What follows belongs to an exercise in optimizing a design on an open flow for small area; a production flow would make more cautious choices.
Only simulation tests tie the RTL to the original design; equivalence was not proved.
Power and IR drop assume default switching activity.

==> flow/design.v (excerpt) <==
module glitch_and_exi (
	input  CLK,
	input  rst,  
	output TX,
	input RX,
	output LED1,
	output LED2,
	output LED3,
	output LED4,
	output LED5,
	input BTN1,
	input BTN2,
	input BTN3,
	output LEDR_N,
	output LEDG_N,
	input P1A9_in,
	output P1A9_out, P1A9_oe,
	input P1A1, P1A3, P1A4, P1A7, P1A8, P1A2, P1A10,
	input P1B1_in,  
	output P1B1_out, P1B1_oe,  
	output P1B3_oe,  
	input P1B7  
);
make LEC_CHECK=0 CAP_MARGIN=20 CORE_MARGIN=2 CORE_UTILIZATION=55 CTS_BUF_LIST=sky130_fd_sc_hd__clkbuf_4 CTS_CLUSTER_SIZE=20 SLEW_MARGIN=20 finish   # period 10.0 ns
run.sh (not shown) runs the stock make flow with config.mk's settings and CLKGATE_MAP_FILE= SYNTH_SCRIPT=/design/flow/synth_recipe.tcl, a recipe that flattens the netlist after the stock synthesis.
Next try:
==> flow/flow/run.sh (new file) <==
#!/bin/bash
# Standard ORFS layout, but with an area-oriented ABC mapping script (&nf) in
# synthesis. Everything else (synthesis passes, flattening, renaming, and all
# layout steps) is the standard flow.
set -euo pipefail
HERE=$(pwd)
rm -rf "$HERE/myscripts"
cp -r "$FLOW_HOME/scripts" "$HERE/myscripts"
cp "$HERE/flow/abc_map.script" "$HERE/myscripts/abc_speed.script"
cp "$HERE/flow/abc_map.script" "$HERE/myscripts/abc_area.script"
bash standard.sh SCRIPTS_DIR="$HERE/myscripts" synth > "$HERE/synth.log" 2>&1
bash standard.sh finish > "$HERE/layout.log" 2>&1
==> flow/flow/abc_map.script (new file) <==
strash
&get -n
&st
&dch
&nf -R 1000
&put
topo
==> flow/standard.sh (new file) <==
#!/bin/bash
# synth_recipe.tcl (not shown) runs the flow's synth.tcl, then flattens the netlist and writes it again
# the make line also repeats each setting of config.mk as NAME=value (left out here)
make -C /OpenROAD-flow-scripts/flow DESIGN_CONFIG=/design/flow/config.mk WORK_HOME=/design/flow/orfs CLKGATE_MAP_FILE= SYNTH_SCRIPT=/design/flow/synth_recipe.tcl "${@:-finish}"
removed: flow/run.sh
The changed run ran to the end with no violations.
Non-clock buffer count decreases by 5.
Setup slack is worse by 0.42 ns.
Die area decreases by 15%.
Clock skew decreases by 0.0063 ns.

========
Another version of the RTL of glitch_and_exi (not shown whole).
Size: about 2400 cells after synthesis, ~680 flip-flops, roughly 29 I/O pins, about 0.025 mm^2 of cells after synthesis.
clock: 10.0 ns
lec_check: 0
cap_margin: 0
cell_pad_in_sites_detail_placement: 1
cell_pad_in_sites_global_placement: 2
core_margin: 2
core_utilization: 30
place_density: 0.4
slew_margin: 0
standard.sh (not shown) runs the stock make flow with config.mk's settings and CLKGATE_MAP_FILE= SYNTH_SCRIPT=/design/flow/synth_recipe.tcl, a recipe that flattens the netlist after the stock synthesis.
==> flow/flow/run.sh <==
#!/bin/bash
# Standard ORFS layout with three changes:
#  - synthesis maps with an area-oriented ABC script (&nf); all other
#    synthesis passes, flattening and renaming are the standard ones;
#  - CTS uses clkbuf_8 leaf clusters of up to 15 sinks (70 um) and no dummy loads;
#  - port buffers are buf_1 cells.
set -euo pipefail
HERE=$(pwd)
rm -rf "$HERE/myscripts"
cp -r "$FLOW_HOME/scripts" "$HERE/myscripts"
cp "$HERE/flow/abc_map.script" "$HERE/myscripts/abc_speed.script"
cp "$HERE/flow/abc_map.script" "$HERE/myscripts/abc_area.script"
bash standard.sh SCRIPTS_DIR="$HERE/myscripts" synth > "$HERE/synth.log" 2>&1
export CTS_ARGS="-sink_clustering_enable -repair_clock_nets -dont_use_dummy_load -buf_list sky130_fd_sc_hd__clkbuf_8 -sink_clustering_size 15 -sink_clustering_max_diameter 70"
export BUFFER_PORTS_ARGS="-buffer_cell sky130_fd_sc_hd__buf_1"
bash standard.sh finish > "$HERE/layout.log" 2>&1
==> flow/flow/abc_map.script <==
strash
&get -n
&st
&dc2
&dch
&nf -p -R 2000
&put
topo
The first run ran to the end with no violations.
Then changed:
==> flow/flow/run.sh (replaced) <==
#!/bin/bash
# Standard ORFS layout with three changes:
#  - synthesis maps with an area-oriented ABC script (&nf); all other
#    synthesis passes, flattening and renaming are the standard ones;
#  - CTS uses clkbuf_8 leaf clusters of up to 12 sinks (80 um) and no dummy loads;
#  - port buffers are buf_1 cells.
set -euo pipefail
HERE=$(pwd)
rm -rf "$HERE/myscripts"
cp -r "$FLOW_HOME/scripts" "$HERE/myscripts"
cp "$HERE/flow/abc_map.script" "$HERE/myscripts/abc_speed.script"
cp "$HERE/flow/abc_map.script" "$HERE/myscripts/abc_area.script"
bash standard.sh SCRIPTS_DIR="$HERE/myscripts" synth > "$HERE/synth.log" 2>&1
export CTS_ARGS="-sink_clustering_enable -repair_clock_nets -dont_use_dummy_load -buf_list sky130_fd_sc_hd__clkbuf_8 -sink_clustering_size 12 -sink_clustering_max_diameter 80"
export BUFFER_PORTS_ARGS="-buffer_cell sky130_fd_sc_hd__buf_1"
bash standard.sh finish > "$HERE/layout.log" 2>&1
==> flow/flow/abc_map.script (replaced) <==
strash
&get -n
&st
&dch
&nf -R 1000
&put
topo
The new run produced a clean layout. Setup slack degrades by 740 ps. Cell area increases by 0.36%. Via count decreases by 0.40%. Utilization increases by 0.17 points. Critical path depth increases by 5.
Then changed:
==> flow/flow/run.sh (replaced) <==
#!/bin/bash
# Standard ORFS layout with three changes:
#  - synthesis maps with an area-oriented ABC script (&nf); all other
#    synthesis passes, flattening and renaming are the standard ones;
#  - CTS uses clkbuf_8 leaf clusters of up to 15 sinks (70 um) and no dummy loads;
#  - port buffers are buf_1 cells.
set -euo pipefail
HERE=$(pwd)
rm -rf "$HERE/myscripts"
cp -r "$FLOW_HOME/scripts" "$HERE/myscripts"
cp "$HERE/flow/abc_map.script" "$HERE/myscripts/abc_speed.script"
cp "$HERE/flow/abc_map.script" "$HERE/myscripts/abc_area.script"
bash standard.sh SCRIPTS_DIR="$HERE/myscripts" synth > "$HERE/synth.log" 2>&1
export CTS_ARGS="-sink_clustering_enable -repair_clock_nets -dont_use_dummy_load -buf_list sky130_fd_sc_hd__clkbuf_8 -sink_clustering_size 15 -sink_clustering_max_diameter 70"
export BUFFER_PORTS_ARGS="-buffer_cell sky130_fd_sc_hd__buf_1"
bash standard.sh finish > "$HERE/layout.log" 2>&1
Settings changed: PLACE_DENSITY 0.4 to 0.5.
Effect: Worst setup slack is better by 49 ps; core utilization came out lower by 0.18 points; first-iteration DRC count goes down by 0.89%.
Then changed:
==> flow/flow/run.sh (replaced) <==
#!/bin/bash
# Standard ORFS layout with three changes:
#  - synthesis maps with an area-oriented ABC script (&nf); all other
#    synthesis passes, flattening and renaming are the standard ones;
#  - CTS uses clkbuf_8 leaf clusters of up to 12 sinks (80 um) and no dummy loads;
#  - port buffers are buf_1 cells.
set -euo pipefail
HERE=$(pwd)
rm -rf "$HERE/myscripts"
cp -r "$FLOW_HOME/scripts" "$HERE/myscripts"
cp "$HERE/flow/abc_map.script" "$HERE/myscripts/abc_speed.script"
cp "$HERE/flow/abc_map.script" "$HERE/myscripts/abc_area.script"
bash standard.sh SCRIPTS_DIR="$HERE/myscripts" synth > "$HERE/synth.log" 2>&1
export CTS_ARGS="-sink_clustering_enable -repair_clock_nets -dont_use_dummy_load -buf_list sky130_fd_sc_hd__clkbuf_8 -sink_clustering_size 12 -sink_clustering_max_diameter 80"
export BUFFER_PORTS_ARGS="-buffer_cell sky130_fd_sc_hd__buf_1"
bash standard.sh finish > "$HERE/layout.log" 2>&1
==> flow/flow/abc_map.script (replaced) <==
strash
&get -n
&st
&dc2
&dch
&nf -p -R 2000
&put
topo
Settings changed: PLACE_DENSITY 0.5 to 0.4.
What happened: Flip-flop and latch count stays the same; via count is higher by 0.84%; synthesized area is higher by 0.39%; power is higher by 2.1%; utilization is higher by 0.19 points; clock skew is lower by 18 ps; global-route usage is higher by 0.22 points; final cell count is higher by 1.1%; sequential power is about the same; final area is higher by 0.72%; clock-buffer cell count is higher by 10.

========
JK:
glitch_and_exi again, from the RTL that the note above started with.
==> flow/config.mk <==
export PLATFORM = sky130hd
export DESIGN_NAME = glitch_and_exi
export DESIGN_NICKNAME = glitch_and_exi
export VERILOG_FILES = /design/flow/design.v
export SDC_FILE = /design/flow/constraint.sdc
export NUM_CORES = 4
export LEC_CHECK = 0
export CAP_MARGIN = 0
export CELL_PAD_IN_SITES_DETAIL_PLACEMENT = 1
export CELL_PAD_IN_SITES_GLOBAL_PLACEMENT = 2
export CORE_MARGIN = 2
export CORE_UTILIZATION = 30
export PLACE_DENSITY = 0.4
export SLEW_MARGIN = 0
==> flow/constraint.sdc <==
create_clock -name core_clock -period 10.0 [get_ports {CLK}]
set_input_delay 2.0000 -clock core_clock [delete_from_list [all_inputs] [get_ports {CLK}]]
set_output_delay 2.0000 -clock core_clock [all_outputs]
set_load 0.01 [all_outputs]
==> flow/flow/run.sh <==
#!/bin/bash
# Standard ORFS layout with three changes:
#  - synthesis maps with an area-oriented ABC script (&nf); all other
#    synthesis passes, flattening and renaming are the standard ones;
#  - CTS uses clkbuf_8 leaf clusters of up to 15 sinks (70 um) and no dummy loads;
#  - port buffers are buf_1 cells.
set -euo pipefail
HERE=$(pwd)
rm -rf "$HERE/myscripts"
cp -r "$FLOW_HOME/scripts" "$HERE/myscripts"
cp "$HERE/flow/abc_map.script" "$HERE/myscripts/abc_speed.script"
cp "$HERE/flow/abc_map.script" "$HERE/myscripts/abc_area.script"
bash standard.sh SCRIPTS_DIR="$HERE/myscripts" synth > "$HERE/synth.log" 2>&1
export CTS_ARGS="-sink_clustering_enable -repair_clock_nets -dont_use_dummy_load -buf_list sky130_fd_sc_hd__clkbuf_8 -sink_clustering_size 15 -sink_clustering_max_diameter 70"
export BUFFER_PORTS_ARGS="-buffer_cell sky130_fd_sc_hd__buf_1"
bash standard.sh finish > "$HERE/layout.log" 2>&1
==> flow/flow/abc_map.script <==
strash
&get -n
&st
&dch
&nf -R 1000
&put
topo
JK completed end to end with timing, DRC and antenna clean.
Edits applied to the flow inputs when going from JK to MS:
Settings: GPL_TIMING_DRIVEN now 0, previously not set.
--- outcome ---
- For the core utilization, MS came in 1.2 points higher than JK did.
- The wire length of the first global-routing pass of MS was superior to that of JK.
- Taking JK as the reference, in MS combinational fraction of design power climbed 1.3 points, total detailed-routing wirelength fell 2800 um.
- MS and JK ended up with nearly the same multi-input logic area.

port drivers added, routing unchanged:
The flow's constraints put no driver on any port. The routed layouts listed below were extracted and timed again, unchanged, in two steps. Step 1: set_driving_cell puts a clkbuf_16 on CLK and a buf_2 on each other input, an assumption about the parent block. Step 2 times the ports against the registers' clock, not the clock port: input delays grow and output delays shrink by t, the midpoint of the rising clock arrivals with the driver on. a / b / c = no drivers / after step 1 / after step 2; a / b = the first two.
| run | shift t [ns] | slack for setup (ns) | worst setup path at the end | latest minus earliest clock arrival (ns) |
|---|---|---|---|---|
| the first run of note 1 | 1.093 | 5.164 / 5.197 / 4.104 | input to register | 0.062 / 0.063 |
| the second run of note 1 | 1.082 | 4.745 / 4.745 / 3.974 | input to register | 0.056 / 0.057 |
| the first run of note 2 | 0.748 | 4.498 / 4.533 / 3.785 | input to register | 0.064 / 0.064 |
| the second run of note 2 | 0.722 | 3.755 / 3.792 / 3.071 | input to register | 0.049 / 0.049 |
| the third run of note 2 | 0.770 | 3.805 / 3.851 / 3.081 | input to register | 0.065 / 0.065 |
| the fourth run of note 2 | 0.716 | 4.560 / 4.596 / 3.880 | input to register | 0.051 / 0.052 |
| JK | 0.770 | 3.805 / 3.851 / 3.081 | input to register | 0.065 / 0.065 |
| MS | 0.747 | 3.462 / 3.500 / 2.753 | input to register | 0.080 / 0.080 |
After both steps setup and hold are still met in every run listed. The setup slack of the first run of note 1, which loses most, moves by +0.033 ns with the drivers and by -1.060 ns with both steps.
